Source: an optimization exercise on an open RTL-to-GDS flow (aim: small area, a short achievable clock period and few clock cycles). Production flows keep margins and buffers that such runs may drop.
Only simulation tests tie the RTL to the original design; equivalence was not proved.
No activity file was given, so power comes from the tool's default toggle rates.

==> flow/design.v (outline; a module is shown in full before it is edited, if it fits) <==
// module M1: 755 lines
module M1 (
		input logic clk,
		input logic reset,
		input logic M1_start,
		input logic [15:0] SRAM_read_data,
		output logic [17:0] M1_SRAM_Address,
		output logic [15:0] M1_SRAM_write_data,
		output logic M1_Status,
		output logic M1_SRAM_we_n
);
  // ...
==> flow/run.sh <==
#!/bin/bash
# synth_recipe.tcl (not shown) runs the flow's synth.tcl, then flattens the netlist and writes it again
# the make line also repeats each setting of config.mk as NAME=value (left out here)
make -C /OpenROAD-flow-scripts/flow DESIGN_CONFIG=/design/flow/config.mk WORK_HOME=/design/flow/orfs CLKGATE_MAP_FILE= SYNTH_SCRIPT=/design/flow/synth_recipe.tcl finish
==> flow/config.mk <==
export PLATFORM = sky130hd
export DESIGN_NAME = M1
export DESIGN_NICKNAME = M1
export VERILOG_FILES = /design/flow/design.v
export SDC_FILE = /design/flow/constraint.sdc
export NUM_CORES = 4
export LEC_CHECK = 0
export CAP_MARGIN = 20
export CORE_MARGIN = 2
export CORE_UTILIZATION = 78
export CTS_CLUSTER_DIAMETER = 100
export CTS_CLUSTER_SIZE = 24
export SLEW_MARGIN = 20
==> flow/constraint.sdc <==
create_clock -name core_clock -period 13.0 [get_ports {clk}]
set_input_delay 2.6000 -clock core_clock [delete_from_list [all_inputs] [get_ports {clk}]]
set_output_delay 2.6000 -clock core_clock [all_outputs]
set_load 0.01 [all_outputs]
==> notes.md, run 1 <==
outcome complete, no violations; Final Hold Violating Endpoints 0; Clock power frac 34.4%; worst hold path type reg -> reg; dominant class by area multi-input combinational cells; Synth area leader edfxtp_1; setup repair after global routing missed its margin false; most flop-heavy register res; synth unique cells 70; combinational gate power roughly 0.0084 mW; register area share after synthesis between 40% and 50%; critical path required time ~10 ns; Initial Util 78.6%; total setup violations reported at the end of the flow 0; WL met1 between 20000 and 25000 um; CTS tree done; DP HPWL 41400 um; Core Area 0.0313 mm^2; Routed met2 length 27700 um; crit path kind reg -> out; fraction of the mapped netlist area in compound gates about 8.0%; largest net degree at the start of global routing 68; first-pass GRT wire length around 85000 um; Filler cells 1700; number of synthesized flops with an enable pin 223; Power Internal between 1.5 and 2 mW; num sequential slightly below 400; WP depth 1; clk root buf clkbuf_16; Final Core Density between 80% and 90%; Overall Power roughly 2.0 mW; global route hottest layer met2; Wirelength per Cell about 20 um; largest power group sequential cells; syn avg cell area roughly 11 um^2; FP Rows between 60 and 70; XOR/XNOR Fraction of Synth Area around 3.7%
Testbench counts, summed over its fixed seeds: cycles 1,165,026.
==> module M1, before the edit <==
module M1 (
		input logic clk,
		input logic reset,
		input logic M1_start,
		input logic [15:0] SRAM_read_data,
		output logic [17:0] M1_SRAM_Address,
		output logic [15:0] M1_SRAM_write_data,
		output logic M1_Status,
		output logic M1_SRAM_we_n
);
localparam logic [17:0] U_START_ADDRESS = 18'd38400, V_START_ADDRESS = 18'd57600,
                        RGB_START_ADDRESS = 18'd146944;
logic        idle, done;  
logic [9:0]  pq;          
logic [8:0]  lq;          
logic        dummy;       
logic        first;       
logic [6:0]  k;           
logic [15:0] yc;          
logic [17:0] ra;          
logic        chv;         
logic        start_r;
logic [7:0]  wu0, wu1, wu2, wu3, wu4, wu5, bufu;
logic [7:0]  wv0, wv1, wv2, wv3, wv4, wv5, bufv;
logic [7:0]  yb;          
logic [7:0]  yl;          
logic [22:0] yt;          
logic [8:0]  pu, pv;      
logic        qu, qv;      
logic [8:0]  pa, pb, pc;  
logic [20:0] ft;          
logic [70:0] res;         
logic [7:0]  b0h;
wire l0 = lq[0], l1 = lq[1], l2 = lq[2], l3 = lq[3], l4 = lq[4];
wire l5 = lq[5], l6 = lq[6], l7 = lq[7], l8 = lq[8];
wire p0 = pq[0], p1 = pq[1], p2 = pq[2], p3 = pq[3], p4 = pq[4];
wire p5 = pq[5], p6 = pq[6], p7 = pq[7], p8 = pq[8], p9 = pq[9];
logic inrow;       
logic tail;        
logic to_lead;     
always_ff @(posedge clk) begin
	inrow <= (k <= 7'd77);
	tail <= (k == 7'd80);
	to_lead <= dummy | ((k == 7'd79) & (yc < 16'd38400));
end
wire ys_1 = yb[7] ^ yb[5];
wire ys_2 = yb[7] & yb[5];
wire ys_3 = yb[6] ^ yb[4];
wire ys_4 = yb[6] & yb[4];
wire ys_5 = yb[7] ^ yb[5];
wire ys_6 = yb[7] & yb[5];
wire ys_7 = yb[4] ^ yb[2];
wire ys_8 = yb[4] & yb[2];
wire ys_9 = yb[5] ^ yb[3] ^ yb[1];
wire ys_10 = (yb[5] & yb[3]) | (yb[5] & yb[1]) | (yb[3] & yb[1]);
wire ys_11 = yb[6] ^ yb[4] ^ yb[2];
wire ys_12 = (yb[6] & yb[4]) | (yb[6] & yb[2]) | (yb[4] & yb[2]);
wire ys_13 = ~(yb[3] ^ yb[0]);
wire ys_14 = yb[3] | yb[0];
wire ys_15 = ~(yb[1] ^ ys_2);
wire ys_16 = yb[1] | ys_2;
wire ys_17 = ~(yb[2] ^ ys_4);
wire ys_18 = yb[2] | ys_4;
wire ys_19 = ~(yb[6] ^ yb[3]);
wire ys_20 = yb[6] | yb[3];
wire ys_21 = yb[7] ^ yb[4];
wire ys_22 = yb[7] & yb[4];
wire ys_23 = yb[2] ^ yb[0];
wire ys_24 = yb[2] & yb[0];
wire ys_25 = ~(yb[3] ^ yb[1]);
wire ys_26 = yb[3] | yb[1];
wire ys_27 = ~(yb[0] ^ ys_7);
wire ys_28 = yb[0] | ys_7;
wire ys_29 = ~(ys_8 ^ ys_9);
wire ys_30 = ys_8 | ys_9;
wire ys_31 = ~(ys_10 ^ ys_11);
wire ys_32 = ys_10 | ys_11;
wire ys_33 = ys_1 ^ ys_12 ^ ys_13;
wire ys_34 = (ys_1 & ys_12) | (ys_1 & ys_13) | (ys_12 & ys_13);
wire ys_35 = ys_3 ^ ys_14 ^ ys_15;
wire ys_36 = (ys_3 & ys_14) | (ys_3 & ys_15) | (ys_14 & ys_15);
wire ys_37 = ys_5 ^ ys_16 ^ ys_17;
wire ys_38 = (ys_5 & ys_16) | (ys_5 & ys_17) | (ys_16 & ys_17);
wire ys_39 = ys_6 ^ ys_18 ^ ys_19;
wire ys_40 = (ys_6 & ys_18) | (ys_6 & ys_19) | (ys_18 & ys_19);
wire ys_41 = ~(ys_20 ^ ys_21);
wire ys_42 = ys_20 | ys_21;
wire ys_43 = ~(yb[5] ^ ys_22);
wire ys_44 = yb[5] | ys_22;
wire ys_45 = ~(yb[6]);
wire ys_46 = yb[6];
wire ys_47 = ~(yb[7]);
wire ys_48 = yb[7];
wire [24:0] ys_ra = {1'b1, ys_46, ys_44, ys_42, ys_40, ys_38, ys_36, ys_34, ys_32, ys_30, ys_28, ys_26, ys_24, 1'b1, yb[1], ~yb[7], ~yb[6], ~yb[5], ~yb[4], ~yb[3], ~yb[2], ~yb[1], ~yb[0], 1'b0, 1'b0};
wire [24:0] ys_rb = {ys_48, ys_47, ys_45, ys_43, ys_41, ys_39, ys_37, ys_35, ys_33, ys_31, ys_29, ys_27, ys_25, ys_23, 1'b1, yb[0], 1'b0, 1'b0, 1'b0, 1'b0, 1'b0, 1'b0, 1'b1, 1'b0, 1'b0};
wire [24:0] yt_s = ys_ra + ys_rb;
wire sr_1 = yt[4] ^ ~pv[6];
wire sr_2 = yt[4] & ~pv[6];
wire sr_3 = yt[5] ^ ~pv[7] ^ pv[5];
wire sr_4 = (yt[5] & ~pv[7]) | (yt[5] & pv[5]) | (~pv[7] & pv[5]);
wire sr_5 = pv[3] ^ pv[0];
wire sr_6 = pv[3] & pv[0];
wire sr_7 = yt[6] ^ ~pv[8] ^ pv[6];
wire sr_8 = (yt[6] & ~pv[8]) | (yt[6] & pv[6]) | (~pv[8] & pv[6]);
wire sr_9 = pv[4] ^ pv[1];
wire sr_10 = pv[4] & pv[1];
wire sr_11 = yt[7] ^ pv[7] ^ pv[5];
wire sr_12 = (yt[7] & pv[7]) | (yt[7] & pv[5]) | (pv[7] & pv[5]);
wire sr_13 = yt[8] ^ pv[8] ^ pv[6];
wire sr_14 = (yt[8] & pv[8]) | (yt[8] & pv[6]) | (pv[8] & pv[6]);
wire sr_15 = yt[9] ^ pv[7] ^ pv[4];
wire sr_16 = (yt[9] & pv[7]) | (yt[9] & pv[4]) | (pv[7] & pv[4]);
wire sr_17 = yt[10] ^ pv[8] ^ pv[5];
wire sr_18 = (yt[10] & pv[8]) | (yt[10] & pv[5]) | (pv[8] & pv[5]);
wire sr_19 = yt[11] ^ pv[6];
wire sr_20 = yt[11] & pv[6];
wire sr_21 = yt[12] ^ pv[7];
wire sr_22 = yt[12] & pv[7];
wire sr_23 = yt[13] ^ pv[8] ^ ~pv[4];
wire sr_24 = (yt[13] & pv[8]) | (yt[13] & ~pv[4]) | (pv[8] & ~pv[4]);
wire sr_25 = pv[2] ^ ~pv[0];
wire sr_26 = pv[2] & ~pv[0];
wire sr_27 = yt[14] ^ ~pv[5] ^ pv[3];
wire sr_28 = (yt[14] & ~pv[5]) | (yt[14] & pv[3]) | (~pv[5] & pv[3]);
wire sr_29 = ~(~pv[1]);
wire sr_30 = ~pv[1];
wire sr_31 = yt[15] ^ ~pv[6] ^ pv[4];
wire sr_32 = (yt[15] & ~pv[6]) | (yt[15] & pv[4]) | (~pv[6] & pv[4]);
wire sr_33 = ~pv[2] ^ pv[0];
wire sr_34 = ~pv[2] & pv[0];
wire sr_35 = yt[16] ^ ~pv[7] ^ pv[5];
wire sr_36 = (yt[16] & ~pv[7]) | (yt[16] & pv[5]) | (~pv[7] & pv[5]);
wire sr_37 = ~pv[3] ^ pv[1];
wire sr_38 = ~pv[3] & pv[1];
wire sr_39 = yt[17] ^ ~pv[8] ^ pv[6];
wire sr_40 = (yt[17] & ~pv[8]) | (yt[17] & pv[6]) | (~pv[8] & pv[6]);
wire sr_41 = ~pv[4] ^ pv[2];
wire sr_42 = ~pv[4] & pv[2];
wire sr_43 = yt[18] ^ pv[7] ^ ~pv[5];
wire sr_44 = (yt[18] & pv[7]) | (yt[18] & ~pv[5]) | (pv[7] & ~pv[5]);
wire sr_45 = ~(pv[3]);
wire sr_46 = pv[3];
wire sr_47 = yt[19] ^ pv[8] ^ ~pv[6];
wire sr_48 = (yt[19] & pv[8]) | (yt[19] & ~pv[6]) | (pv[8] & ~pv[6]);
wire sr_49 = yt[2] ^ ~pv[4];
wire sr_50 = yt[2] & ~pv[4];
wire sr_51 = yt[3] ^ ~pv[5] ^ pv[3];
wire sr_52 = (yt[3] & ~pv[5]) | (yt[3] & pv[3]) | (~pv[5] & pv[3]);
wire sr_53 = ~(pv[4] ^ pv[2]);
wire sr_54 = pv[4] | pv[2];
wire sr_55 = ~(sr_2 ^ sr_3);
wire sr_56 = sr_2 | sr_3;
wire sr_57 = sr_4 ^ sr_6 ^ sr_7;
wire sr_58 = (sr_4 & sr_6) | (sr_4 & sr_7) | (sr_6 & sr_7);
wire sr_59 = pv[2] ^ sr_8 ^ sr_10;
wire sr_60 = (pv[2] & sr_8) | (pv[2] & sr_10) | (sr_8 & sr_10);
wire sr_61 = ~(pv[3] ^ sr_12);
wire sr_62 = pv[3] | sr_12;
wire sr_63 = ~(~pv[0] ^ sr_14);
wire sr_64 = ~pv[0] | sr_14;
wire sr_65 = ~(~pv[1] ^ sr_16);
wire sr_66 = ~pv[1] | sr_16;
wire sr_67 = ~pv[2] ^ pv[0] ^ sr_18;
wire sr_68 = (~pv[2] & pv[0]) | (~pv[2] & sr_18) | (pv[0] & sr_18);
wire sr_69 = ~pv[3] ^ pv[1] ^ sr_20;
wire sr_70 = (~pv[3] & pv[1]) | (~pv[3] & sr_20) | (pv[1] & sr_20);
wire sr_71 = ~(sr_22 ^ sr_23);
wire sr_72 = sr_22 | sr_23;
wire sr_73 = sr_24 ^ sr_26 ^ sr_27;
wire sr_74 = (sr_24 & sr_26) | (sr_24 & sr_27) | (sr_26 & sr_27);
wire sr_75 = sr_28 ^ sr_30 ^ sr_31;
wire sr_76 = (sr_28 & sr_30) | (sr_28 & sr_31) | (sr_30 & sr_31);
wire sr_77 = sr_32 ^ sr_34 ^ sr_35;
wire sr_78 = (sr_32 & sr_34) | (sr_32 & sr_35) | (sr_34 & sr_35);
wire sr_79 = sr_36 ^ sr_38 ^ sr_39;
wire sr_80 = (sr_36 & sr_38) | (sr_36 & sr_39) | (sr_38 & sr_39);
wire sr_81 = sr_40 ^ sr_42 ^ sr_43;
wire sr_82 = (sr_40 & sr_42) | (sr_40 & sr_43) | (sr_42 & sr_43);
wire sr_83 = pv[4] ^ sr_44 ^ sr_46;
wire sr_84 = (pv[4] & sr_44) | (pv[4] & sr_46) | (sr_44 & sr_46);
wire sr_85 = yt[20] ^ ~pv[7] ^ pv[5];
wire sr_86 = (yt[20] & ~pv[7]) | (yt[20] & pv[5]) | (~pv[7] & pv[5]);
wire sr_87 = yt[21] ^ ~pv[8];
wire sr_88 = yt[21] & ~pv[8];
wire sr_89 = yt[0] ^ ~pv[2];
wire sr_90 = yt[0] & ~pv[2];
wire sr_91 = yt[1] ^ ~pv[3] ^ pv[1];
wire sr_92 = (yt[1] & ~pv[3]) | (yt[1] & pv[1]) | (~pv[3] & pv[1]);
wire sr_93 = pv[2] ^ pv[0] ^ sr_49;
wire sr_94 = (pv[2] & pv[0]) | (pv[2] & sr_49) | (pv[0] & sr_49);
wire sr_95 = pv[1] ^ sr_50 ^ sr_51;
wire sr_96 = (pv[1] & sr_50) | (pv[1] & sr_51) | (sr_50 & sr_51);
wire sr_97 = sr_1 ^ sr_52 ^ sr_53;
wire sr_98 = (sr_1 & sr_52) | (sr_1 & sr_53) | (sr_52 & sr_53);
wire sr_99 = sr_5 ^ sr_54 ^ sr_55;
wire sr_100 = (sr_5 & sr_54) | (sr_5 & sr_55) | (sr_54 & sr_55);
wire sr_101 = sr_9 ^ sr_56 ^ sr_57;
wire sr_102 = (sr_9 & sr_56) | (sr_9 & sr_57) | (sr_56 & sr_57);
wire sr_103 = sr_11 ^ sr_58 ^ sr_59;
wire sr_104 = (sr_11 & sr_58) | (sr_11 & sr_59) | (sr_58 & sr_59);
wire sr_105 = sr_13 ^ sr_60 ^ sr_61;
wire sr_106 = (sr_13 & sr_60) | (sr_13 & sr_61) | (sr_60 & sr_61);
wire sr_107 = sr_15 ^ sr_62 ^ sr_63;
wire sr_108 = (sr_15 & sr_62) | (sr_15 & sr_63) | (sr_62 & sr_63);
wire sr_109 = sr_17 ^ sr_64 ^ sr_65;
wire sr_110 = (sr_17 & sr_64) | (sr_17 & sr_65) | (sr_64 & sr_65);
wire sr_111 = sr_19 ^ sr_66 ^ sr_67;
wire sr_112 = (sr_19 & sr_66) | (sr_19 & sr_67) | (sr_66 & sr_67);
wire sr_113 = sr_21 ^ sr_68 ^ sr_69;
wire sr_114 = (sr_21 & sr_68) | (sr_21 & sr_69) | (sr_68 & sr_69);
wire sr_115 = sr_25 ^ sr_70 ^ sr_71;
wire sr_116 = (sr_25 & sr_70) | (sr_25 & sr_71) | (sr_70 & sr_71);
wire sr_117 = sr_29 ^ sr_72 ^ sr_73;
wire sr_118 = (sr_29 & sr_72) | (sr_29 & sr_73) | (sr_72 & sr_73);
wire sr_119 = sr_33 ^ sr_74 ^ sr_75;
wire sr_120 = (sr_33 & sr_74) | (sr_33 & sr_75) | (sr_74 & sr_75);
wire sr_121 = sr_37 ^ sr_76 ^ sr_77;
wire sr_122 = (sr_37 & sr_76) | (sr_37 & sr_77) | (sr_76 & sr_77);
wire sr_123 = sr_41 ^ sr_78 ^ sr_79;
wire sr_124 = (sr_41 & sr_78) | (sr_41 & sr_79) | (sr_78 & sr_79);
wire sr_125 = sr_45 ^ sr_80 ^ sr_81;
wire sr_126 = (sr_45 & sr_80) | (sr_45 & sr_81) | (sr_80 & sr_81);
wire sr_127 = sr_47 ^ sr_82 ^ sr_83;
wire sr_128 = (sr_47 & sr_82) | (sr_47 & sr_83) | (sr_82 & sr_83);
wire sr_129 = sr_48 ^ sr_84 ^ sr_85;
wire sr_130 = (sr_48 & sr_84) | (sr_48 & sr_85) | (sr_84 & sr_85);
wire sr_131 = pv[6] ^ sr_86 ^ sr_87;
wire sr_132 = (pv[6] & sr_86) | (pv[6] & sr_87) | (sr_86 & sr_87);
wire sr_133 = yt[22] ^ pv[7] ^ sr_88;
wire sr_134 = (yt[22] & pv[7]) | (yt[22] & sr_88) | (pv[7] & sr_88);
wire sr_135 = ~(pv[8]);
wire sr_136 = pv[8];
wire [26:0] sr_ra = {1'b1, sr_134, sr_132, sr_130, sr_128, sr_126, sr_124, sr_122, sr_120, sr_118, sr_116, sr_114, sr_112, sr_110, sr_108, sr_106, sr_104, sr_102, sr_100, sr_98, sr_96, sr_94, sr_92, sr_90, pv[0], ~pv[1], ~pv[0]};
wire [26:0] sr_rb = {sr_136, sr_135, sr_133, sr_131, sr_129, sr_127, sr_125, sr_123, sr_121, sr_119, sr_117, sr_115, sr_113, sr_111, sr_109, sr_107, sr_105, sr_103, sr_101, sr_99, sr_97, sr_95, sr_93, sr_91, sr_89, 1'b0, 1'b1};
wire sg_1 = yt[13] ^ ~pu[5];
wire sg_2 = yt[13] & ~pu[5];
wire sg_3 = yt[14] ^ ~pu[6] ^ pu[3];
wire sg_4 = (yt[14] & ~pu[6]) | (yt[14] & pu[3]) | (~pu[6] & pu[3]);
wire sg_5 = yt[15] ^ ~pu[7] ^ pu[4];
wire sg_6 = (yt[15] & ~pu[7]) | (yt[15] & pu[4]) | (~pu[7] & pu[4]);
wire sg_7 = yt[16] ^ ~pu[8] ^ pu[5];
wire sg_8 = (yt[16] & ~pu[8]) | (yt[16] & pu[5]) | (~pu[8] & pu[5]);
wire sg_9 = yt[17] ^ pu[6];
wire sg_10 = yt[17] & pu[6];
wire sg_11 = yt[18] ^ pu[7];
wire sg_12 = yt[18] & pu[7];
wire sg_13 = yt[19] ^ pu[8];
wire sg_14 = yt[19] & pu[8];
wire sg_15 = yt[3] ^ pu[2];
wire sg_16 = yt[3] & pu[2];
wire sg_17 = yt[4] ^ pu[3] ^ ~pu[1];
wire sg_18 = (yt[4] & pu[3]) | (yt[4] & ~pu[1]) | (pu[3] & ~pu[1]);
wire sg_19 = yt[5] ^ pu[4] ^ ~pu[2];
wire sg_20 = (yt[5] & pu[4]) | (yt[5] & ~pu[2]) | (pu[4] & ~pu[2]);
wire sg_21 = yt[6] ^ pu[5] ^ ~pu[3];
wire sg_22 = (yt[6] & pu[5]) | (yt[6] & ~pu[3]) | (pu[5] & ~pu[3]);
wire sg_23 = ~pv[8] ^ ~pv[3];
wire sg_24 = ~pv[8] & ~pv[3];
wire sg_25 = yt[7] ^ pu[6] ^ ~pu[4];
wire sg_26 = (yt[7] & pu[6]) | (yt[7] & ~pu[4]) | (pu[6] & ~pu[4]);
wire sg_27 = ~(~pv[4]);
wire sg_28 = ~pv[4];
wire sg_29 = yt[8] ^ pu[7] ^ ~pu[5];
wire sg_30 = (yt[8] & pu[7]) | (yt[8] & ~pu[5]) | (pu[7] & ~pu[5]);
wire sg_31 = ~(~pu[0] ^ ~pv[5]);
wire sg_32 = ~pu[0] | ~pv[5];
wire sg_33 = yt[9] ^ pu[8] ^ ~pu[6];
wire sg_34 = (yt[9] & pu[8]) | (yt[9] & ~pu[6]) | (pu[8] & ~pu[6]);
wire sg_35 = ~(~pu[1] ^ ~pv[6]);
wire sg_36 = ~pu[1] | ~pv[6];
wire sg_37 = yt[10] ^ ~pu[7] ^ ~pu[2];
wire sg_38 = (yt[10] & ~pu[7]) | (yt[10] & ~pu[2]) | (~pu[7] & ~pu[2]);
wire sg_39 = ~pv[7] ^ ~pv[0];
wire sg_40 = ~pv[7] & ~pv[0];
wire sg_41 = yt[11] ^ ~pu[8] ^ ~pu[3];
wire sg_42 = (yt[11] & ~pu[8]) | (yt[11] & ~pu[3]) | (~pu[8] & ~pu[3]);
wire sg_43 = pu[0] ^ ~pv[8] ^ ~pv[1];
wire sg_44 = (pu[0] & ~pv[8]) | (pu[0] & ~pv[1]) | (~pv[8] & ~pv[1]);
wire sg_45 = yt[12] ^ ~pu[4] ^ pu[1];
wire sg_46 = (yt[12] & ~pu[4]) | (yt[12] & pu[1]) | (~pu[4] & pu[1]);
wire sg_47 = ~pv[2] ^ pv[0];
wire sg_48 = ~pv[2] & pv[0];
wire sg_49 = pu[2] ^ ~pu[0] ^ ~pv[3];
wire sg_50 = (pu[2] & ~pu[0]) | (pu[2] & ~pv[3]) | (~pu[0] & ~pv[3]);
wire sg_51 = ~(pv[1] ^ sg_1);
wire sg_52 = pv[1] | sg_1;
wire sg_53 = ~pu[1] ^ ~pv[4] ^ pv[2];
wire sg_54 = (~pu[1] & ~pv[4]) | (~pu[1] & pv[2]) | (~pv[4] & pv[2]);
wire sg_55 = ~pv[0] ^ sg_2 ^ sg_3;
wire sg_56 = (~pv[0] & sg_2) | (~pv[0] & sg_3) | (sg_2 & sg_3);
wire sg_57 = ~pu[2] ^ ~pv[5] ^ pv[3];
wire sg_58 = (~pu[2] & ~pv[5]) | (~pu[2] & pv[3]) | (~pv[5] & pv[3]);
wire sg_59 = ~pv[1] ^ sg_4 ^ sg_5;
wire sg_60 = (~pv[1] & sg_4) | (~pv[1] & sg_5) | (sg_4 & sg_5);
wire sg_61 = ~pu[3] ^ ~pv[6] ^ pv[4];
wire sg_62 = (~pu[3] & ~pv[6]) | (~pu[3] & pv[4]) | (~pv[6] & pv[4]);
wire sg_63 = ~pv[2] ^ sg_6 ^ sg_7;
wire sg_64 = (~pv[2] & sg_6) | (~pv[2] & sg_7) | (sg_6 & sg_7);
wire sg_65 = ~pu[4] ^ ~pv[7] ^ pv[5];
wire sg_66 = (~pu[4] & ~pv[7]) | (~pu[4] & pv[5]) | (~pv[7] & pv[5]);
wire sg_67 = ~pv[3] ^ sg_8 ^ sg_9;
wire sg_68 = (~pv[3] & sg_8) | (~pv[3] & sg_9) | (sg_8 & sg_9);
wire sg_69 = ~pu[5] ^ ~pv[8] ^ pv[6];
wire sg_70 = (~pu[5] & ~pv[8]) | (~pu[5] & pv[6]) | (~pv[8] & pv[6]);
wire sg_71 = ~pv[4] ^ sg_10 ^ sg_11;
wire sg_72 = (~pv[4] & sg_10) | (~pv[4] & sg_11) | (sg_10 & sg_11);
wire sg_73 = ~pu[6] ^ pv[7] ^ ~pv[5];
wire sg_74 = (~pu[6] & pv[7]) | (~pu[6] & ~pv[5]) | (pv[7] & ~pv[5]);
wire sg_75 = ~(sg_12 ^ sg_13);
wire sg_76 = sg_12 | sg_13;
wire sg_77 = yt[20] ^ ~pu[7] ^ pv[8];
wire sg_78 = (yt[20] & ~pu[7]) | (yt[20] & pv[8]) | (~pu[7] & pv[8]);
wire sg_79 = ~(~pv[6] ^ sg_14);
wire sg_80 = ~pv[6] | sg_14;
wire sg_81 = yt[21] ^ ~pu[8];
wire sg_82 = yt[21] & ~pu[8];
wire sg_83 = ~pu[0] ^ ~pv[5];
wire sg_84 = ~pu[0] & ~pv[5];
wire sg_85 = ~pv[6] ^ ~pv[1] ^ sg_16;
wire sg_86 = (~pv[6] & ~pv[1]) | (~pv[6] & sg_16) | (~pv[1] & sg_16);
wire sg_87 = ~pv[7] ^ ~pv[2] ^ sg_18;
wire sg_88 = (~pv[7] & ~pv[2]) | (~pv[7] & sg_18) | (~pv[2] & sg_18);
wire sg_89 = ~(sg_20 ^ sg_21);
wire sg_90 = sg_20 | sg_21;
wire sg_91 = sg_22 ^ sg_24 ^ sg_25;
wire sg_92 = (sg_22 & sg_24) | (sg_22 & sg_25) | (sg_24 & sg_25);
wire sg_93 = sg_26 ^ sg_28 ^ sg_29;
wire sg_94 = (sg_26 & sg_28) | (sg_26 & sg_29) | (sg_28 & sg_29);
wire sg_95 = sg_30 ^ sg_32 ^ sg_33;
wire sg_96 = (sg_30 & sg_32) | (sg_30 & sg_33) | (sg_32 & sg_33);
wire sg_97 = sg_34 ^ sg_36 ^ sg_37;
wire sg_98 = (sg_34 & sg_36) | (sg_34 & sg_37) | (sg_36 & sg_37);
wire sg_99 = sg_38 ^ sg_40 ^ sg_41;
wire sg_100 = (sg_38 & sg_40) | (sg_38 & sg_41) | (sg_40 & sg_41);
wire sg_101 = sg_42 ^ sg_44 ^ sg_45;
wire sg_102 = (sg_42 & sg_44) | (sg_42 & sg_45) | (sg_44 & sg_45);
wire sg_103 = sg_46 ^ sg_48 ^ sg_49;
wire sg_104 = (sg_46 & sg_48) | (sg_46 & sg_49) | (sg_48 & sg_49);
wire sg_105 = sg_50 ^ sg_52 ^ sg_53;
wire sg_106 = (sg_50 & sg_52) | (sg_50 & sg_53) | (sg_52 & sg_53);
wire sg_107 = sg_54 ^ sg_56 ^ sg_57;
wire sg_108 = (sg_54 & sg_56) | (sg_54 & sg_57) | (sg_56 & sg_57);
wire sg_109 = sg_58 ^ sg_60 ^ sg_61;
wire sg_110 = (sg_58 & sg_60) | (sg_58 & sg_61) | (sg_60 & sg_61);
wire sg_111 = sg_62 ^ sg_64 ^ sg_65;
wire sg_112 = (sg_62 & sg_64) | (sg_62 & sg_65) | (sg_64 & sg_65);
wire sg_113 = sg_66 ^ sg_68 ^ sg_69;
wire sg_114 = (sg_66 & sg_68) | (sg_66 & sg_69) | (sg_68 & sg_69);
wire sg_115 = sg_70 ^ sg_72 ^ sg_73;
wire sg_116 = (sg_70 & sg_72) | (sg_70 & sg_73) | (sg_72 & sg_73);
wire sg_117 = sg_74 ^ sg_76 ^ sg_77;
wire sg_118 = (sg_74 & sg_76) | (sg_74 & sg_77) | (sg_76 & sg_77);
wire sg_119 = ~pv[7] ^ sg_78 ^ sg_80;
wire sg_120 = (~pv[7] & sg_78) | (~pv[7] & sg_80) | (sg_78 & sg_80);
wire sg_121 = ~(yt[22] ^ ~pv[8]);
wire sg_122 = yt[22] | ~pv[8];
wire sg_123 = yt[1] ^ pu[0];
wire sg_124 = yt[1] & pu[0];
wire sg_125 = yt[2] ^ pu[1] ^ ~pv[4];
wire sg_126 = (yt[2] & pu[1]) | (yt[2] & ~pv[4]) | (pu[1] & ~pv[4]);
wire sg_127 = ~pv[0] ^ sg_15 ^ sg_83;
wire sg_128 = (~pv[0] & sg_15) | (~pv[0] & sg_83) | (sg_15 & sg_83);
wire sg_129 = sg_17 ^ sg_84 ^ sg_85;
wire sg_130 = (sg_17 & sg_84) | (sg_17 & sg_85) | (sg_84 & sg_85);
wire sg_131 = sg_19 ^ sg_86 ^ sg_87;
wire sg_132 = (sg_19 & sg_86) | (sg_19 & sg_87) | (sg_86 & sg_87);
wire sg_133 = sg_23 ^ sg_88 ^ sg_89;
wire sg_134 = (sg_23 & sg_88) | (sg_23 & sg_89) | (sg_88 & sg_89);
wire sg_135 = sg_27 ^ sg_90 ^ sg_91;
wire sg_136 = (sg_27 & sg_90) | (sg_27 & sg_91) | (sg_90 & sg_91);
wire sg_137 = sg_31 ^ sg_92 ^ sg_93;
wire sg_138 = (sg_31 & sg_92) | (sg_31 & sg_93) | (sg_92 & sg_93);
wire sg_139 = sg_35 ^ sg_94 ^ sg_95;
wire sg_140 = (sg_35 & sg_94) | (sg_35 & sg_95) | (sg_94 & sg_95);
wire sg_141 = sg_39 ^ sg_96 ^ sg_97;
wire sg_142 = (sg_39 & sg_96) | (sg_39 & sg_97) | (sg_96 & sg_97);
wire sg_143 = sg_43 ^ sg_98 ^ sg_99;
wire sg_144 = (sg_43 & sg_98) | (sg_43 & sg_99) | (sg_98 & sg_99);
wire sg_145 = sg_47 ^ sg_100 ^ sg_101;
wire sg_146 = (sg_47 & sg_100) | (sg_47 & sg_101) | (sg_100 & sg_101);
wire sg_147 = sg_51 ^ sg_102 ^ sg_103;
wire sg_148 = (sg_51 & sg_102) | (sg_51 & sg_103) | (sg_102 & sg_103);
wire sg_149 = sg_55 ^ sg_104 ^ sg_105;
wire sg_150 = (sg_55 & sg_104) | (sg_55 & sg_105) | (sg_104 & sg_105);
wire sg_151 = sg_59 ^ sg_106 ^ sg_107;
wire sg_152 = (sg_59 & sg_106) | (sg_59 & sg_107) | (sg_106 & sg_107);
wire sg_153 = sg_63 ^ sg_108 ^ sg_109;
wire sg_154 = (sg_63 & sg_108) | (sg_63 & sg_109) | (sg_108 & sg_109);
wire sg_155 = sg_67 ^ sg_110 ^ sg_111;
wire sg_156 = (sg_67 & sg_110) | (sg_67 & sg_111) | (sg_110 & sg_111);
wire sg_157 = sg_71 ^ sg_112 ^ sg_113;
wire sg_158 = (sg_71 & sg_112) | (sg_71 & sg_113) | (sg_112 & sg_113);
wire sg_159 = sg_75 ^ sg_114 ^ sg_115;
wire sg_160 = (sg_75 & sg_114) | (sg_75 & sg_115) | (sg_114 & sg_115);
wire sg_161 = sg_79 ^ sg_116 ^ sg_117;
wire sg_162 = (sg_79 & sg_116) | (sg_79 & sg_117) | (sg_116 & sg_117);
wire sg_163 = sg_81 ^ sg_118 ^ sg_119;
wire sg_164 = (sg_81 & sg_118) | (sg_81 & sg_119) | (sg_118 & sg_119);
wire sg_165 = sg_82 ^ sg_120 ^ sg_121;
wire sg_166 = (sg_82 & sg_120) | (sg_82 & sg_121) | (sg_120 & sg_121);
wire [26:0] sg_ra = {1'b1, sg_122, sg_164, sg_162, sg_160, sg_158, sg_156, sg_154, sg_152, sg_150, sg_148, sg_146, sg_144, sg_142, sg_140, sg_138, sg_136, sg_134, sg_132, sg_130, sg_128, sg_126, sg_124, ~pv[3], yt[0], ~pv[1], ~pv[0]};
wire [26:0] sg_rb = {1'b0, sg_166, sg_165, sg_163, sg_161, sg_159, sg_157, sg_155, sg_153, sg_151, sg_149, sg_147, sg_145, sg_143, sg_141, sg_139, sg_137, sg_135, sg_133, sg_131, sg_129, sg_127, sg_125, sg_123, ~pv[2], 1'b0, 1'b1};
wire sb_1 = yt[4] ^ ~pu[6];
wire sb_2 = yt[4] & ~pu[6];
wire sb_3 = yt[5] ^ ~pu[7] ^ ~pu[5];
wire sb_4 = (yt[5] & ~pu[7]) | (yt[5] & ~pu[5]) | (~pu[7] & ~pu[5]);
wire sb_5 = pu[2] ^ pu[0];
wire sb_6 = pu[2] & pu[0];
wire sb_7 = yt[6] ^ ~pu[8] ^ ~pu[6];
wire sb_8 = (yt[6] & ~pu[8]) | (yt[6] & ~pu[6]) | (~pu[8] & ~pu[6]);
wire sb_9 = pu[3] ^ pu[1];
wire sb_10 = pu[3] & pu[1];
wire sb_11 = yt[7] ^ ~pu[7] ^ pu[4];
wire sb_12 = (yt[7] & ~pu[7]) | (yt[7] & pu[4]) | (~pu[7] & pu[4]);
wire sb_13 = yt[8] ^ ~pu[8] ^ pu[5];
wire sb_14 = (yt[8] & ~pu[8]) | (yt[8] & pu[5]) | (~pu[8] & pu[5]);
wire sb_15 = yt[9] ^ pu[6] ^ pu[4];
wire sb_16 = (yt[9] & pu[6]) | (yt[9] & pu[4]) | (pu[6] & pu[4]);
wire sb_17 = yt[10] ^ pu[7];
wire sb_18 = yt[10] & pu[7];
wire sb_19 = yt[11] ^ pu[8];
wire sb_20 = yt[11] & pu[8];
wire sb_21 = yt[0] ^ ~pu[2];
wire sb_22 = yt[0] & ~pu[2];
wire sb_23 = yt[1] ^ ~pu[3];
wire sb_24 = yt[1] & ~pu[3];
wire sb_25 = yt[2] ^ ~pu[4];
wire sb_26 = yt[2] & ~pu[4];
wire sb_27 = yt[3] ^ ~pu[5] ^ ~pu[3];
wire sb_28 = (yt[3] & ~pu[5]) | (yt[3] & ~pu[3]) | (~pu[5] & ~pu[3]);
wire sb_29 = ~(~pu[4] ^ pu[1]);
wire sb_30 = ~pu[4] | pu[1];
wire sb_31 = ~(sb_2 ^ sb_3);
wire sb_32 = sb_2 | sb_3;
wire sb_33 = sb_4 ^ sb_6 ^ sb_7;
wire sb_34 = (sb_4 & sb_6) | (sb_4 & sb_7) | (sb_6 & sb_7);
wire sb_35 = pu[2] ^ sb_8 ^ sb_10;
wire sb_36 = (pu[2] & sb_8) | (pu[2] & sb_10) | (sb_8 & sb_10);
wire sb_37 = pu[3] ^ pu[0] ^ sb_12;
wire sb_38 = (pu[3] & pu[0]) | (pu[3] & sb_12) | (pu[0] & sb_12);
wire sb_39 = ~(pu[1] ^ sb_14);
wire sb_40 = pu[1] | sb_14;
wire sb_41 = pu[5] ^ pu[2] ^ sb_16;
wire sb_42 = (pu[5] & pu[2]) | (pu[5] & sb_16) | (pu[2] & sb_16);
wire sb_43 = pu[6] ^ pu[3] ^ sb_18;
wire sb_44 = (pu[6] & pu[3]) | (pu[6] & sb_18) | (pu[3] & sb_18);
wire sb_45 = yt[12] ^ pu[7] ^ pu[4];
wire sb_46 = (yt[12] & pu[7]) | (yt[12] & pu[4]) | (pu[7] & pu[4]);
wire sb_47 = yt[13] ^ pu[8];
wire sb_48 = yt[13] & pu[8];
wire sb_49 = yt[14] ^ pu[6];
wire sb_50 = yt[14] & pu[6];
wire sb_51 = yt[15] ^ pu[7] ^ pu[0];
wire sb_52 = (yt[15] & pu[7]) | (yt[15] & pu[0]) | (pu[7] & pu[0]);
wire sb_53 = yt[16] ^ pu[8];
wire sb_54 = yt[16] & pu[8];
wire sb_55 = yt[17] ^ pu[2];
wire sb_56 = yt[17] & pu[2];
wire sb_57 = ~(~pu[0]);
wire sb_58 = ~pu[0];
wire sb_59 = ~pu[1] ^ sb_22 ^ sb_23;
wire sb_60 = (~pu[1] & sb_22) | (~pu[1] & sb_23) | (sb_22 & sb_23);
wire sb_61 = ~pu[2] ^ sb_24 ^ sb_25;
wire sb_62 = (~pu[2] & sb_24) | (~pu[2] & sb_25) | (sb_24 & sb_25);
wire sb_63 = pu[0] ^ sb_26 ^ sb_27;
wire sb_64 = (pu[0] & sb_26) | (pu[0] & sb_27) | (sb_26 & sb_27);
wire sb_65 = sb_1 ^ sb_28 ^ sb_29;
wire sb_66 = (sb_1 & sb_28) | (sb_1 & sb_29) | (sb_28 & sb_29);
wire sb_67 = sb_5 ^ sb_30 ^ sb_31;
wire sb_68 = (sb_5 & sb_30) | (sb_5 & sb_31) | (sb_30 & sb_31);
wire sb_69 = sb_9 ^ sb_32 ^ sb_33;
wire sb_70 = (sb_9 & sb_32) | (sb_9 & sb_33) | (sb_32 & sb_33);
wire sb_71 = sb_11 ^ sb_34 ^ sb_35;
wire sb_72 = (sb_11 & sb_34) | (sb_11 & sb_35) | (sb_34 & sb_35);
wire sb_73 = sb_13 ^ sb_36 ^ sb_37;
wire sb_74 = (sb_13 & sb_36) | (sb_13 & sb_37) | (sb_36 & sb_37);
wire sb_75 = sb_15 ^ sb_38 ^ sb_39;
wire sb_76 = (sb_15 & sb_38) | (sb_15 & sb_39) | (sb_38 & sb_39);
wire sb_77 = sb_17 ^ sb_40 ^ sb_41;
wire sb_78 = (sb_17 & sb_40) | (sb_17 & sb_41) | (sb_40 & sb_41);
wire sb_79 = sb_19 ^ sb_42 ^ sb_43;
wire sb_80 = (sb_19 & sb_42) | (sb_19 & sb_43) | (sb_42 & sb_43);
wire sb_81 = sb_20 ^ sb_44 ^ sb_45;
wire sb_82 = (sb_20 & sb_44) | (sb_20 & sb_45) | (sb_44 & sb_45);
wire sb_83 = pu[5] ^ sb_46 ^ sb_47;
wire sb_84 = (pu[5] & sb_46) | (pu[5] & sb_47) | (sb_46 & sb_47);
wire sb_85 = ~(sb_48 ^ sb_49);
wire sb_86 = sb_48 | sb_49;
wire sb_87 = ~(sb_50 ^ sb_51);
wire sb_88 = sb_50 | sb_51;
wire sb_89 = pu[1] ^ sb_52 ^ sb_53;
wire sb_90 = (pu[1] & sb_52) | (pu[1] & sb_53) | (sb_52 & sb_53);
wire sb_91 = ~(sb_54 ^ sb_55);
wire sb_92 = sb_54 | sb_55;
wire sb_93 = yt[18] ^ pu[3] ^ sb_56;
wire sb_94 = (yt[18] & pu[3]) | (yt[18] & sb_56) | (pu[3] & sb_56);
wire sb_95 = ~(yt[19] ^ pu[4]);
wire sb_96 = yt[19] | pu[4];
wire sb_97 = ~(yt[20] ^ pu[5]);
wire sb_98 = yt[20] | pu[5];
wire sb_99 = ~(yt[21] ^ pu[6]);
wire sb_100 = yt[21] | pu[6];
wire sb_101 = yt[22] ^ pu[7];
wire sb_102 = yt[22] & pu[7];
wire sb_103 = ~(pu[8]);
wire sb_104 = pu[8];
wire [26:0] sb_ra = {1'b1, sb_102, sb_100, sb_98, sb_96, sb_94, sb_92, sb_90, sb_88, sb_86, sb_84, sb_82, sb_80, sb_78, sb_76, sb_74, sb_72, sb_70, sb_68, sb_66, sb_64, sb_62, sb_60, sb_58, sb_21, ~pu[1], ~pu[0]};
wire [26:0] sb_rb = {sb_104, sb_103, sb_101, sb_99, sb_97, sb_95, sb_93, sb_91, sb_89, sb_87, sb_85, sb_83, sb_81, sb_79, sb_77, sb_75, sb_73, sb_71, sb_69, sb_67, sb_65, sb_63, sb_61, sb_59, sb_57, 1'b0, 1'b1};
wire fs_1 = pa[7] ^ pa[5];
wire fs_2 = pa[7] & pa[5];
wire fs_3 = pa[8] ^ pa[6];
wire fs_4 = pa[8] & pa[6];
wire fs_5 = pa[4] ^ pa[2];
wire fs_6 = pa[4] & pa[2];
wire fs_7 = pa[5] ^ pa[3] ^ pa[1];
wire fs_8 = (pa[5] & pa[3]) | (pa[5] & pa[1]) | (pa[3] & pa[1]);
wire fs_9 = ~pb[3] ^ ~pb[1] ^ ~pb[0];
wire fs_10 = (~pb[3] & ~pb[1]) | (~pb[3] & ~pb[0]) | (~pb[1] & ~pb[0]);
wire fs_11 = pa[6] ^ pa[4] ^ pa[2];
wire fs_12 = (pa[6] & pa[4]) | (pa[6] & pa[2]) | (pa[4] & pa[2]);
wire fs_13 = ~pb[4] ^ ~pb[2] ^ ~pb[1];
wire fs_14 = (~pb[4] & ~pb[2]) | (~pb[4] & ~pb[1]) | (~pb[2] & ~pb[1]);
wire fs_15 = pa[3] ^ ~pb[5] ^ ~pb[3];
wire fs_16 = (pa[3] & ~pb[5]) | (pa[3] & ~pb[3]) | (~pb[5] & ~pb[3]);
wire fs_17 = ~pb[2] ^ ~pc[7] ^ pc[2];
wire fs_18 = (~pb[2] & ~pc[7]) | (~pb[2] & pc[2]) | (~pc[7] & pc[2]);
wire fs_19 = ~(pc[0]);
wire fs_20 = pc[0];
wire fs_21 = pa[4] ^ ~pb[6] ^ ~pb[4];
wire fs_22 = (pa[4] & ~pb[6]) | (pa[4] & ~pb[4]) | (~pb[6] & ~pb[4]);
wire fs_23 = ~pb[3] ^ ~pc[8] ^ pc[3];
wire fs_24 = (~pb[3] & ~pc[8]) | (~pb[3] & pc[3]) | (~pc[8] & pc[3]);
wire fs_25 = pc[1] ^ fs_2 ^ fs_3;
wire fs_26 = (pc[1] & fs_2) | (pc[1] & fs_3) | (fs_2 & fs_3);
wire fs_27 = pa[7] ^ pa[5] ^ ~pb[7];
wire fs_28 = (pa[7] & pa[5]) | (pa[7] & ~pb[7]) | (pa[5] & ~pb[7]);
wire fs_29 = ~pb[5] ^ ~pb[4] ^ pc[4];
wire fs_30 = (~pb[5] & ~pb[4]) | (~pb[5] & pc[4]) | (~pb[4] & pc[4]);
wire fs_31 = ~(pc[2] ^ fs_4);
wire fs_32 = pc[2] | fs_4;
wire fs_33 = pa[8] ^ pa[6] ^ ~pb[8];
wire fs_34 = (pa[8] & pa[6]) | (pa[8] & ~pb[8]) | (pa[6] & ~pb[8]);
wire fs_35 = ~pb[6] ^ ~pb[5] ^ pc[5];
wire fs_36 = (~pb[6] & ~pb[5]) | (~pb[6] & pc[5]) | (~pb[5] & pc[5]);
wire fs_37 = ~(pc[3]);
wire fs_38 = pc[3];
wire fs_39 = pa[7] ^ ~pb[7] ^ ~pb[6];
wire fs_40 = (pa[7] & ~pb[7]) | (pa[7] & ~pb[6]) | (~pb[7] & ~pb[6]);
wire fs_41 = pa[8] ^ ~pb[8];
wire fs_42 = pa[8] & ~pb[8];
wire fs_43 = pa[2] ^ pa[0];
wire fs_44 = pa[2] & pa[0];
wire fs_45 = pa[3] ^ pa[1];
wire fs_46 = pa[3] & pa[1];
wire fs_47 = pa[0] ^ ~pb[2] ^ ~pb[0];
wire fs_48 = (pa[0] & ~pb[2]) | (pa[0] & ~pb[0]) | (~pb[2] & ~pb[0]);
wire fs_49 = ~(~pc[4]);
wire fs_50 = ~pc[4];
wire fs_51 = ~(~pc[5] ^ pc[0]);
wire fs_52 = ~pc[5] | pc[0];
wire fs_53 = fs_6 ^ fs_7 ^ fs_9;
wire fs_54 = (fs_6 & fs_7) | (fs_6 & fs_9) | (fs_7 & fs_9);
wire fs_55 = ~pc[6] ^ pc[1] ^ fs_8;
wire fs_56 = (~pc[6] & pc[1]) | (~pc[6] & fs_8) | (pc[1] & fs_8);
wire fs_57 = fs_10 ^ fs_11 ^ fs_13;
wire fs_58 = (fs_10 & fs_11) | (fs_10 & fs_13) | (fs_11 & fs_13);
wire fs_59 = fs_1 ^ fs_12 ^ fs_14;
wire fs_60 = (fs_1 & fs_12) | (fs_1 & fs_14) | (fs_12 & fs_14);
wire fs_61 = fs_15 ^ fs_17 ^ fs_19;
wire fs_62 = (fs_15 & fs_17) | (fs_15 & fs_19) | (fs_17 & fs_19);
wire fs_63 = fs_16 ^ fs_18 ^ fs_20;
wire fs_64 = (fs_16 & fs_18) | (fs_16 & fs_20) | (fs_18 & fs_20);
wire fs_65 = fs_21 ^ fs_23 ^ fs_25;
wire fs_66 = (fs_21 & fs_23) | (fs_21 & fs_25) | (fs_23 & fs_25);
wire fs_67 = fs_22 ^ fs_24 ^ fs_26;
wire fs_68 = (fs_22 & fs_24) | (fs_22 & fs_26) | (fs_24 & fs_26);
wire fs_69 = fs_27 ^ fs_29 ^ fs_31;
wire fs_70 = (fs_27 & fs_29) | (fs_27 & fs_31) | (fs_29 & fs_31);
wire fs_71 = fs_28 ^ fs_30 ^ fs_32;
wire fs_72 = (fs_28 & fs_30) | (fs_28 & fs_32) | (fs_30 & fs_32);
wire fs_73 = fs_33 ^ fs_35 ^ fs_37;
wire fs_74 = (fs_33 & fs_35) | (fs_33 & fs_37) | (fs_35 & fs_37);
wire fs_75 = pc[6] ^ pc[4] ^ fs_34;
wire fs_76 = (pc[6] & pc[4]) | (pc[6] & fs_34) | (pc[4] & fs_34);
wire fs_77 = fs_36 ^ fs_38 ^ fs_39;
wire fs_78 = (fs_36 & fs_38) | (fs_36 & fs_39) | (fs_38 & fs_39);
wire fs_79 = ~pb[7] ^ pc[7] ^ pc[5];
wire fs_80 = (~pb[7] & pc[7]) | (~pb[7] & pc[5]) | (pc[7] & pc[5]);
wire fs_81 = ~(fs_40 ^ fs_41);
wire fs_82 = fs_40 | fs_41;
wire fs_83 = ~pb[8] ^ pc[8] ^ pc[6];
wire fs_84 = (~pb[8] & pc[8]) | (~pb[8] & pc[6]) | (pc[8] & pc[6]);
wire fs_85 = ~pb[0] ^ ~pc[2];
wire fs_86 = ~pb[0] & ~pc[2];
wire fs_87 = ~pb[1] ^ ~pc[3] ^ fs_44;
wire fs_88 = (~pb[1] & ~pc[3]) | (~pb[1] & fs_44) | (~pc[3] & fs_44);
wire fs_89 = fs_5 ^ fs_46 ^ fs_47;
wire fs_90 = (fs_5 & fs_46) | (fs_5 & fs_47) | (fs_46 & fs_47);
wire fs_91 = fs_48 ^ fs_50 ^ fs_51;
wire fs_92 = (fs_48 & fs_50) | (fs_48 & fs_51) | (fs_50 & fs_51);
wire fs_93 = fs_52 ^ fs_54 ^ fs_55;
wire fs_94 = (fs_52 & fs_54) | (fs_52 & fs_55) | (fs_54 & fs_55);
wire fs_95 = fs_56 ^ fs_58 ^ fs_59;
wire fs_96 = (fs_56 & fs_58) | (fs_56 & fs_59) | (fs_58 & fs_59);
wire fs_97 = fs_60 ^ fs_62 ^ fs_63;
wire fs_98 = (fs_60 & fs_62) | (fs_60 & fs_63) | (fs_62 & fs_63);
wire fs_99 = fs_64 ^ fs_66 ^ fs_67;
wire fs_100 = (fs_64 & fs_66) | (fs_64 & fs_67) | (fs_66 & fs_67);
wire fs_101 = fs_68 ^ fs_70 ^ fs_71;
wire fs_102 = (fs_68 & fs_70) | (fs_68 & fs_71) | (fs_70 & fs_71);
wire fs_103 = fs_72 ^ fs_74 ^ fs_75;
wire fs_104 = (fs_72 & fs_74) | (fs_72 & fs_75) | (fs_74 & fs_75);
wire fs_105 = fs_76 ^ fs_78 ^ fs_79;
wire fs_106 = (fs_76 & fs_78) | (fs_76 & fs_79) | (fs_78 & fs_79);
wire fs_107 = fs_42 ^ fs_80 ^ fs_82;
wire fs_108 = (fs_42 & fs_80) | (fs_42 & fs_82) | (fs_80 & fs_82);
wire fs_109 = pa[0] ^ ~pc[0];
wire fs_110 = pa[0] & ~pc[0];
wire fs_111 = pa[1] ^ ~pc[1];
wire fs_112 = pa[1] & ~pc[1];
wire fs_113 = ~(fs_43 ^ fs_85);
wire fs_114 = fs_43 | fs_85;
wire fs_115 = fs_45 ^ fs_86 ^ fs_87;
wire fs_116 = (fs_45 & fs_86) | (fs_45 & fs_87) | (fs_86 & fs_87);
wire fs_117 = fs_49 ^ fs_88 ^ fs_89;
wire fs_118 = (fs_49 & fs_88) | (fs_49 & fs_89) | (fs_88 & fs_89);
wire fs_119 = fs_53 ^ fs_90 ^ fs_91;
wire fs_120 = (fs_53 & fs_90) | (fs_53 & fs_91) | (fs_90 & fs_91);
wire fs_121 = fs_57 ^ fs_92 ^ fs_93;
wire fs_122 = (fs_57 & fs_92) | (fs_57 & fs_93) | (fs_92 & fs_93);
wire fs_123 = fs_61 ^ fs_94 ^ fs_95;
wire fs_124 = (fs_61 & fs_94) | (fs_61 & fs_95) | (fs_94 & fs_95);
wire fs_125 = fs_65 ^ fs_96 ^ fs_97;
wire fs_126 = (fs_65 & fs_96) | (fs_65 & fs_97) | (fs_96 & fs_97);
wire fs_127 = fs_69 ^ fs_98 ^ fs_99;
wire fs_128 = (fs_69 & fs_98) | (fs_69 & fs_99) | (fs_98 & fs_99);
wire fs_129 = fs_73 ^ fs_100 ^ fs_101;
wire fs_130 = (fs_73 & fs_100) | (fs_73 & fs_101) | (fs_100 & fs_101);
wire fs_131 = fs_77 ^ fs_102 ^ fs_103;
wire fs_132 = (fs_77 & fs_102) | (fs_77 & fs_103) | (fs_102 & fs_103);
wire fs_133 = fs_81 ^ fs_104 ^ fs_105;
wire fs_134 = (fs_81 & fs_104) | (fs_81 & fs_105) | (fs_104 & fs_105);
wire fs_135 = fs_83 ^ fs_106 ^ fs_107;
wire fs_136 = (fs_83 & fs_106) | (fs_83 & fs_107) | (fs_106 & fs_107);
wire fs_137 = pc[7] ^ fs_84 ^ fs_108;
wire fs_138 = (pc[7] & fs_84) | (pc[7] & fs_108) | (fs_84 & fs_108);
wire fs_139 = ~(pc[8]);
wire fs_140 = pc[8];
wire [17:0] fs_ra = {1'b1, 1'b1, fs_138, fs_136, fs_134, fs_132, fs_130, fs_128, fs_126, fs_124, fs_122, fs_120, fs_118, fs_116, fs_114, fs_112, fs_110, 1'b1};
wire [17:0] fs_rb = {1'b0, fs_140, fs_139, fs_137, fs_135, fs_133, fs_131, fs_129, fs_127, fs_125, fs_123, fs_121, fs_119, fs_117, fs_115, fs_113, fs_111, fs_109};
function automatic [7:0] clip(input [10:0] s);
	clip = s[10] ? 8'd0 : (|s[9:8]) ? 8'd255 : s[7:0];
endfunction
wire rq_u = res[1], rq_v = res[0];
wire [10:0] s_r = res[70:60] + res[59:49] + {10'd0, res[48]};
wire [10:0] s_g = res[47:37] + res[36:26] + {10'd0, res[25]};
wire [10:0] s_b = res[24:14] + res[13:3] + {10'd0, res[2]};
wire [7:0] c_r = rq_v ? 8'd0 : clip(s_r);
wire [7:0] c_g = (rq_u | rq_v) ? 8'd0 : clip(s_g);
wire [7:0] c_b = rq_u ? 8'd0 : clip(s_b);
wire nx_rd_y = p2 | (p6 & ~to_lead) | l5;
wire nx_rd_u = p0 | (p9 & to_lead) | l3;
wire nx_rd_v = p1 | l0 | l4;
wire nx_wr_cur  = ~dummy & ~tail & (p5 | p7 | p8);
wire nx_wr_prev = ~first & ((p9 & ~to_lead) | p3 | p4 | l8);
wire nx_wr   = nx_wr_cur | nx_wr_prev;
wire [1:0] uv_d = {p0 | p1, l3 | l4};
wire [17:0] uv_base = (nx_rd_u ? U_START_ADDRESS : V_START_ADDRESS) + {16'd0, uv_d};
wire [17:0] nx_uva = uv_base + {3'd0, yc[15:1]};
always_ff @(posedge clk) begin
	if (nx_rd_y)                  M1_SRAM_Address <= {2'b00, yc};
	else if (nx_rd_u | nx_rd_v)   M1_SRAM_Address <= nx_uva;
	else                          M1_SRAM_Address <= ra;
	if (p3 | p7)      M1_SRAM_write_data <= {b0h, c_r};
	else if (p4 | p8) M1_SRAM_write_data <= {c_g, c_b};
	else                      M1_SRAM_write_data <= {c_r, c_g};
	M1_SRAM_we_n <= ~nx_wr;
	M1_Status <= (p4 & tail) | (done & M1_Status);
end
always_ff @(posedge clk or negedge reset) begin
	if (~reset) begin
		start_r <= 1'b0; idle <= 1'b1; done <= 1'b0; pq <= 10'd0; lq <= 9'd0;
	end else begin
		start_r <= M1_start;
		if (idle) begin
			if (start_r) begin idle <= 1'b0; pq <= 10'b0001000000; end
		end else begin
			if (p9 & to_lead) pq <= 10'd0;
			else if (p5 & tail) begin pq <= 10'd0; done <= 1'b1; end
			else if (l8) pq <= 10'd1;
			else pq <= {pq[8:0], pq[9]};
			lq <= {lq[7:0], p9 & to_lead};
		end
	end
end
always_ff @(posedge clk) begin
	chv <= p2 | p6;
	if (nx_rd_y) yc <= yc + 16'd1;
	if (nx_wr) ra <= ra + 18'd1;
	if (idle) begin
		dummy <= 1'b1; first <= 1'b1; k <= 7'd0;
		yc <= 16'd0; ra <= RGB_START_ADDRESS;
	end else begin
		if (p5 & ~dummy) first <= 1'b0;
		if (p9) begin
			if (to_lead) begin dummy <= 1'b0; k <= 7'd0; end
			else k <= k + 7'd1;
		end
	end
end
wire shu     = p3 | p9 | l2 | l3 | l4 | l5 | l6 | l7;
wire shu_bus = (p3 & inrow) | l2 | l6;
wire shu_buf = (p9 & inrow) | l5 | l7;
wire shv     = p4 | p9 | l3 | l4 | l5 | l6 | l7 | l8;
wire shv_bus = (p4 & inrow) | l3 | l7;
wire shv_buf = (p9 & inrow) | l6 | l8;
wire [7:0] nu = shu_bus ? SRAM_read_data[15:8] : shu_buf ? bufu : wu5;
wire [7:0] nv = shv_bus ? SRAM_read_data[15:8] : shv_buf ? bufv : wv5;
always_ff @(posedge clk) begin
	if (shu) begin wu0 <= wu1; wu1 <= wu2; wu2 <= wu3; wu3 <= wu4; wu4 <= wu5; wu5 <= nu; end
	if (shu_bus) bufu <= SRAM_read_data[7:0];
	if (shv) begin wv0 <= wv1; wv1 <= wv2; wv2 <= wv3; wv3 <= wv4; wv4 <= wv5; wv5 <= nv; end
	if (shv_bus) bufv <= SRAM_read_data[7:0];
end
wire [7:0] fa = chv ? wv0 : wu0;
wire [7:0] fb = chv ? wv1 : wu1;
wire [7:0] fc = chv ? wv2 : wu2;
wire [7:0] fd = chv ? wv3 : wu3;
wire [7:0] fe = chv ? wv4 : wu4;
wire [7:0] ff = chv ? wv5 : wu5;
always_ff @(posedge clk) begin
	pa <= {1'b0, fa} + {1'b0, ff};
	pb <= {1'b0, fb} + {1'b0, fe};
	pc <= {1'b0, fc} + {1'b0, fd};
end
wire ld_even = p0 | p6;
wire [8:0] nu9 = ld_even ? {1'b0, wu2} : fir_t[8:0];
wire [8:0] nv9 = ld_even ? {1'b0, wv2} : fir_t[8:0];
wire [8:0]  fs_lo = {1'b0, fs_ra[7:0]} + {1'b0, fs_rb[7:0]};
wire [16:0] sr_lo = {1'b0, sr_ra[15:0]} + {1'b0, sr_rb[15:0]};
wire [16:0] sg_lo = {1'b0, sg_ra[15:0]} + {1'b0, sg_rb[15:0]};
wire [16:0] sb_lo = {1'b0, sb_ra[15:0]} + {1'b0, sb_rb[15:0]};
wire [9:0]  fir_t = ft[20:11] + ft[10:1] + {9'd0, ft[0]};
always_ff @(posedge clk) begin
	ft <= {fs_ra[17:8], fs_rb[17:8], fs_lo[8]};
	if (ld_even | p4 | p8) begin pu <= nu9; qu <= ~ld_even & fir_t[9]; end
	if (ld_even | p5 | p9) begin pv <= nv9; qv <= ~ld_even & fir_t[9]; end
	if (p5 | (p9 & ~to_lead) | l8) begin yb <= SRAM_read_data[15:8]; yl <= SRAM_read_data[7:0]; end
	else if (p4 | p8) yb <= yl;
	yt <= yt_s[24:2];
	if (p0 | p4 | p6 | p8) res <= {sr_ra[26:16], sr_rb[26:16], sr_lo[16], sg_ra[26:16], sg_rb[26:16], sg_lo[16],
	                                          sb_ra[26:16], sb_rb[26:16], sb_lo[16], qu, qv};
	if (p5 | p9) b0h <= c_b;
end
endmodule
==> inputs of run 2 (changes only) <==
--- a/flow/design.v
+++ b/flow/design.v
@@ -31,7 +31,7 @@
 logic        qu, qv;      
 logic [8:0]  pa, pb, pc;  
 logic [20:0] ft;          
-logic [70:0] res;         
+logic [37:0] res;         
 logic [7:0]  b0h;
 wire l0 = lq[0], l1 = lq[1], l2 = lq[2], l3 = lq[3], l4 = lq[4];
 wire l5 = lq[5], l6 = lq[6], l7 = lq[7], l8 = lq[8];
@@ -654,13 +654,13 @@
 	clip = s[10] ? 8'd0 : (|s[9:8]) ? 8'd255 : s[7:0];
 endfunction
 wire rq_u = res[1], rq_v = res[0];
-wire [10:0] s_r = res[70:60] + res[59:49] + {10'd0, res[48]};
-wire [10:0] s_g = res[47:37] + res[36:26] + {10'd0, res[25]};
-wire [10:0] s_b = res[24:14] + res[13:3] + {10'd0, res[2]};
+wire [10:0] s_r = res[37:27] + {10'd0, res[26]};
+wire [10:0] s_g = res[25:15] + {10'd0, res[14]};
+wire [10:0] s_b = res[13:3] + {10'd0, res[2]};
 wire [7:0] c_r = rq_v ? 8'd0 : clip(s_r);
 wire [7:0] c_g = (rq_u | rq_v) ? 8'd0 : clip(s_g);
 wire [7:0] c_b = rq_u ? 8'd0 : clip(s_b);
-wire nx_rd_y = p2 | (p6 & ~to_lead) | l5;
+wire nx_rd_y = p2 | p6;
 wire nx_rd_u = p0 | (p9 & to_lead) | l3;
 wire nx_rd_v = p1 | l0 | l4;
 wire nx_wr_cur  = ~dummy & ~tail & (p5 | p7 | p8);
@@ -742,16 +742,18 @@
 wire [16:0] sr_lo = {1'b0, sr_ra[15:0]} + {1'b0, sr_rb[15:0]};
 wire [16:0] sg_lo = {1'b0, sg_ra[15:0]} + {1'b0, sg_rb[15:0]};
 wire [16:0] sb_lo = {1'b0, sb_ra[15:0]} + {1'b0, sb_rb[15:0]};
+wire [10:0] sr_hi = sr_ra[26:16] + sr_rb[26:16];
+wire [10:0] sg_hi = sg_ra[26:16] + sg_rb[26:16];
+wire [10:0] sb_hi = sb_ra[26:16] + sb_rb[26:16];
 wire [9:0]  fir_t = ft[20:11] + ft[10:1] + {9'd0, ft[0]};
 always_ff @(posedge clk) begin
 	ft <= {fs_ra[17:8], fs_rb[17:8], fs_lo[8]};
 	if (ld_even | p4 | p8) begin pu <= nu9; qu <= ~ld_even & fir_t[9]; end
 	if (ld_even | p5 | p9) begin pv <= nv9; qv <= ~ld_even & fir_t[9]; end
-	if (p5 | (p9 & ~to_lead) | l8) begin yb <= SRAM_read_data[15:8]; yl <= SRAM_read_data[7:0]; end
+	if (p5 | p9) begin yb <= SRAM_read_data[15:8]; yl <= SRAM_read_data[7:0]; end
 	else if (p4 | p8) yb <= yl;
-	yt <= yt_s[24:2];
-	if (p0 | p4 | p6 | p8) res <= {sr_ra[26:16], sr_rb[26:16], sr_lo[16], sg_ra[26:16], sg_rb[26:16], sg_lo[16],
-	                                          sb_ra[26:16], sb_rb[26:16], sb_lo[16], qu, qv};
+	if (p3 | p5 | p7 | p9) yt <= yt_s[24:2];
+	if (p0 | p4 | p6 | p8) res <= {sr_hi, sr_lo[16], sg_hi, sg_lo[16], sb_hi, sb_lo[16], qu, qv};
 	if (p5 | p9) b0h <= c_b;
 end
 endmodule
--- a/flow/config.mk
+++ b/flow/config.mk
@@ -7,7 +7,7 @@
 export LEC_CHECK = 0
 export CAP_MARGIN = 20
 export CORE_MARGIN = 2
-export CORE_UTILIZATION = 78
+export CORE_UTILIZATION = 75
 export CTS_CLUSTER_DIAMETER = 100
 export CTS_CLUSTER_SIZE = 24
 export SLEW_MARGIN = 20
==> run 2 against run 1 <==
Die area rose by 3.8%; sequential share of layout area fell by 2.4 points; clock skew fell by 0.0033 ns; area after synthesis barely moved; highest routed layer is now met5; critical endpoint is now res[23]$_DFFE_PP_; synthesized cell count rose by 3.1%; cell area barely moved; register-to-register slack got worse by 0.82 ns; global-route usage fell by 0.86 points; core utilization fell by 3.0 points.
==> notes.md, run 2 <==
Core Area 0.0325 mm^2 (+3.6%); Worst Hold End ft[9]$_DFF_P_; top post-synthesis cells by count inv_1 (410), ha_1 (233), edfxtp_1 (217), fa_1 (207), nor2_1 (137); most flop-heavy register res; initial antenna violation count 1; GRT Total Usage between 30% and 40%; clk root buf clkbuf_16; worst-path cell chain inv_1, fa_1, inv_1, fa_1, inv_1, fa_1, fa_1, inv_1, fa_1, a21o_1, a21oi_1, nor2b_1, o21ai_0, a21oi_1, xor2_1; static leakage between 10 and 15 nW; total negative slack 0 ns; syn_nets between 2000 and 3000; die area about 0.034 mm^2; Worst Tran Pin Value around 1 ns; ant diodes 0; DR iter-0 viols around 1400; area growth from synthesis to layout 6.42%; drc violations 0; Crit. End Element register; register area share after synthesis 39.1% (-2.6 points); R2R Path End res[23]$_DFFE_PP_; post-CTS setup buffer count 0; Worst R2R Start pu[3]$_DFFE_PP_; synthesized instance count roughly 2200; die width approximately 190 um; Yosys warning count 1; Crit-path slowest cell edfxtp_1; Max Fclk about 0.21 GHz; CTS tree done; relative slew slack 34.8%; Multi-input gate area around 0.013 mm^2; Slew Viols, Final 0; Adder-Cell Fraction of Synth Area roughly 29%; layout cells sized above 1 5.85%; Hold Crit Start pc[8]$_DFF_P_; fraction of the mapped netlist area in compound gates 7.89% (-0.066 points); most common cell in the synthesized netlist inv_1; multiplexer area fraction after synthesis under 10%; crit path kind reg -> reg; Clock Path Buffers 3; Tcrit/Tclk final a little over a third; worst reg2reg path depth 15; Synth area leader edfxtp_1; Max FO, Critical Path 8; FP Rows 66 (+1.5%); Initial Util 75.8% (-2.8 points); number of synthesized flops with an enable pin 217 (-2.7%); Worst Skew 0.0245 ns; simple-gate share of the synthesized area a little under a tenth; main combinational cell family by area after synthesis adder cells; crit-path max cell delay between 0.6 and 0.7 ns; syn avg cell area 11.1 um^2 (-3.1%); mapped cell area roughly 0.025 mm^2; Cell Pwr Density 72.3 mW/mm^2; first-pass GRT wire length 85900 um (+0.65%); CTS clock-pin slew for the worst setup and hold paths 0.11 ns; Synth Register Bits about 370; synth unique cells 77 (+10%); Non-Filler Instances 2716; total setup violations reported at the end of the flow 0 (unchanged); Placer Congestion 0.964; CTS buffer count 19; most frequent cell on the critical path fa_1; Die H between 150 and 200 um; CTS Sinks 367; max reg flops 38; DP HPWL 42400 um (+2.4%); nets 2720; Synth area leaders edfxtp_1 (26%), fa_1 (17%), ha_1 (12%); Final Core Density 80.7% (-3.0 points); DR vias/cell between 5 and 6; Max VDD drop a little over 90 uV; Startpoint Class register; Overall Power 1.89 mW (-5.8%); setup repair after global routing missed its margin false; # port buffers 54; # IOs 55; outcome complete, no violations; worst hold path type reg -> reg; ys async rst share 5.99%; clk latency of the worst-skew pair roughly 0.55 ns; most frequent cells in the layout inv_1 (410), ha_1 (233), edfxtp_1 (217); DRT antenna net count 0; critical path required time 13.29 ns (+2.89 ns); routed via count between 15000 and 20000; Seq. cell area roughly 0.0096 mm^2; vias in the first global route approximately 17000; reg-to-reg slack, setup 8.30 ns; Post-Place Cells 2682; DRT Pass-1 Iters 5; CTS Hold Bufs 0; grt ovf 0; Final Hold Violating Endpoints 0 (unchanged); # H-tree levels 1; final worst path period need 4.70 ns; largest net degree at the start of global routing 52 (-24%); Wirelength per Cell 19.9 um (-2.9%); biggest regs res: 38 flops, yt: 23 flops; Main synth FF type edfxtp_1; commonest non-fill, non-tap cell in the layout inv_1; drt total wl between 50000 and 60000 um; max cap viols 0; XOR/XNOR Fraction of Synth Area 4.38% (+0.64 points); area fraction of the dominant cell type after synthesis 26.5%; Hold Path Depth 0; Filler cells 1997 (+17%); crit path DAT ~5 ns; Post-CTS Resized 0
[run 2: changes by cell type after synthesis, moves of 9 or more]
cell | previous run | this run
dfxtp_1 | 151 | 128
ha_1 | 224 | 233
inv_1 | 427 | 410
nand2_1 | 88 | 111
nor3_1 | 16 | 50
o21ai_1 | 13 | 2
o21bai_1 | 15 | 6
xnor2_1 | 59 | 84
[run 2: worst max path at each step]
| stage | from | endpoint | slack, ns | cells past startpoint |
|---|---|---|---|---|
| after CTS | pu[3]$_DFFE_PP_ | res[23]$_DFFE_PP_ | 8.34 | 15 |
| after detailed placement | pu[3]$_DFFE_PP_ | res[23]$_DFFE_PP_ | 8.38 | 15 |
| final | pu[3]$_DFFE_PP_ | res[23]$_DFFE_PP_ | 8.30 | 15 |
| after global routing | pu[3]$_DFFE_PP_ | res[23]$_DFFE_PP_ | 8.05 | 15 |
| after floorplan | pu[3]$_DFFE_PP_ | res[23]$_DFFE_PP_ | 8.73 | 15 |
| after global placement | pu[3]$_DFFE_PP_ | res[23]$_DFFE_PP_ | 8.48 | 15 |
[run 2: cell type report]
class	count	area share [%]
clock buffer	32	2.08
clock inverter	2	0.0956
inverter	411	5.89
multi-input combinational	1401	50.8
sequential	367	36.8
tap	442	2.11
timing repair buffer	61	2.25
[run 2: kinds of logic (layout without fill, tap and decap cells)]
group	after synthesis	after routing
DFF	367	367
and+or+nand+nor	463	463
muxes	87	87
adders and majority gates	440	440
xor gates and xnor gates	123	123
AOI/OAI and AO/OA	288	288
buffers and inverters	448	506
[run 2: metrics by stage]
step	instance area (um^2)	hold slack, ns	setup slack [ns]
after global placement	25600	0.387	8.48
final	26200	0.416	8.30
after detailed placement	25600	0.396	8.38
after CTS	26200	0.417	8.34
after global routing	26200	0.430	8.05
after floorplan	24600	0.364	8.73
[run 2: report_power, final]
group | total, mW | switching (mW) | leakage, nW | internal [mW]
Combinational | 0.00879 | 0.00407 | 7.97 | 0.00471
Clock | 0.666 | 0.372 | 0.272 | 0.294
Sequential | 1.22 | 0.000105 | 3.30 | 1.22
Total | 1.89 | 0.376 | 11.5 | 1.52
[run 2: worst max-delay path, delay by kind of cell, from the launching register on]
kind | cells | cell delay (ns)
AND/OR/NAND/NOR | 1 | 0.09
adder cells (fa/ha/maj) | 5 | 2.30
XOR/XNOR | 1 | 0.16
flip-flops | 1 | 0.64
AO/OA/AOI/OAI | 4 | 0.77
buffers and inverters | 4 | 0.48
[run 2: routing by layer]
metal  global-route usage [%]  up-vias  share of wire (%)
li1                         -     7507                  -
met1                     45.6     8023                 43
met2                     55.0      547                 48
met3                     4.01      101                6.3
met4                     8.83        2                2.7
met5                        0        -              0.024
Testbench counts of run 2, summed over its fixed seeds: cycles 1,165,026.
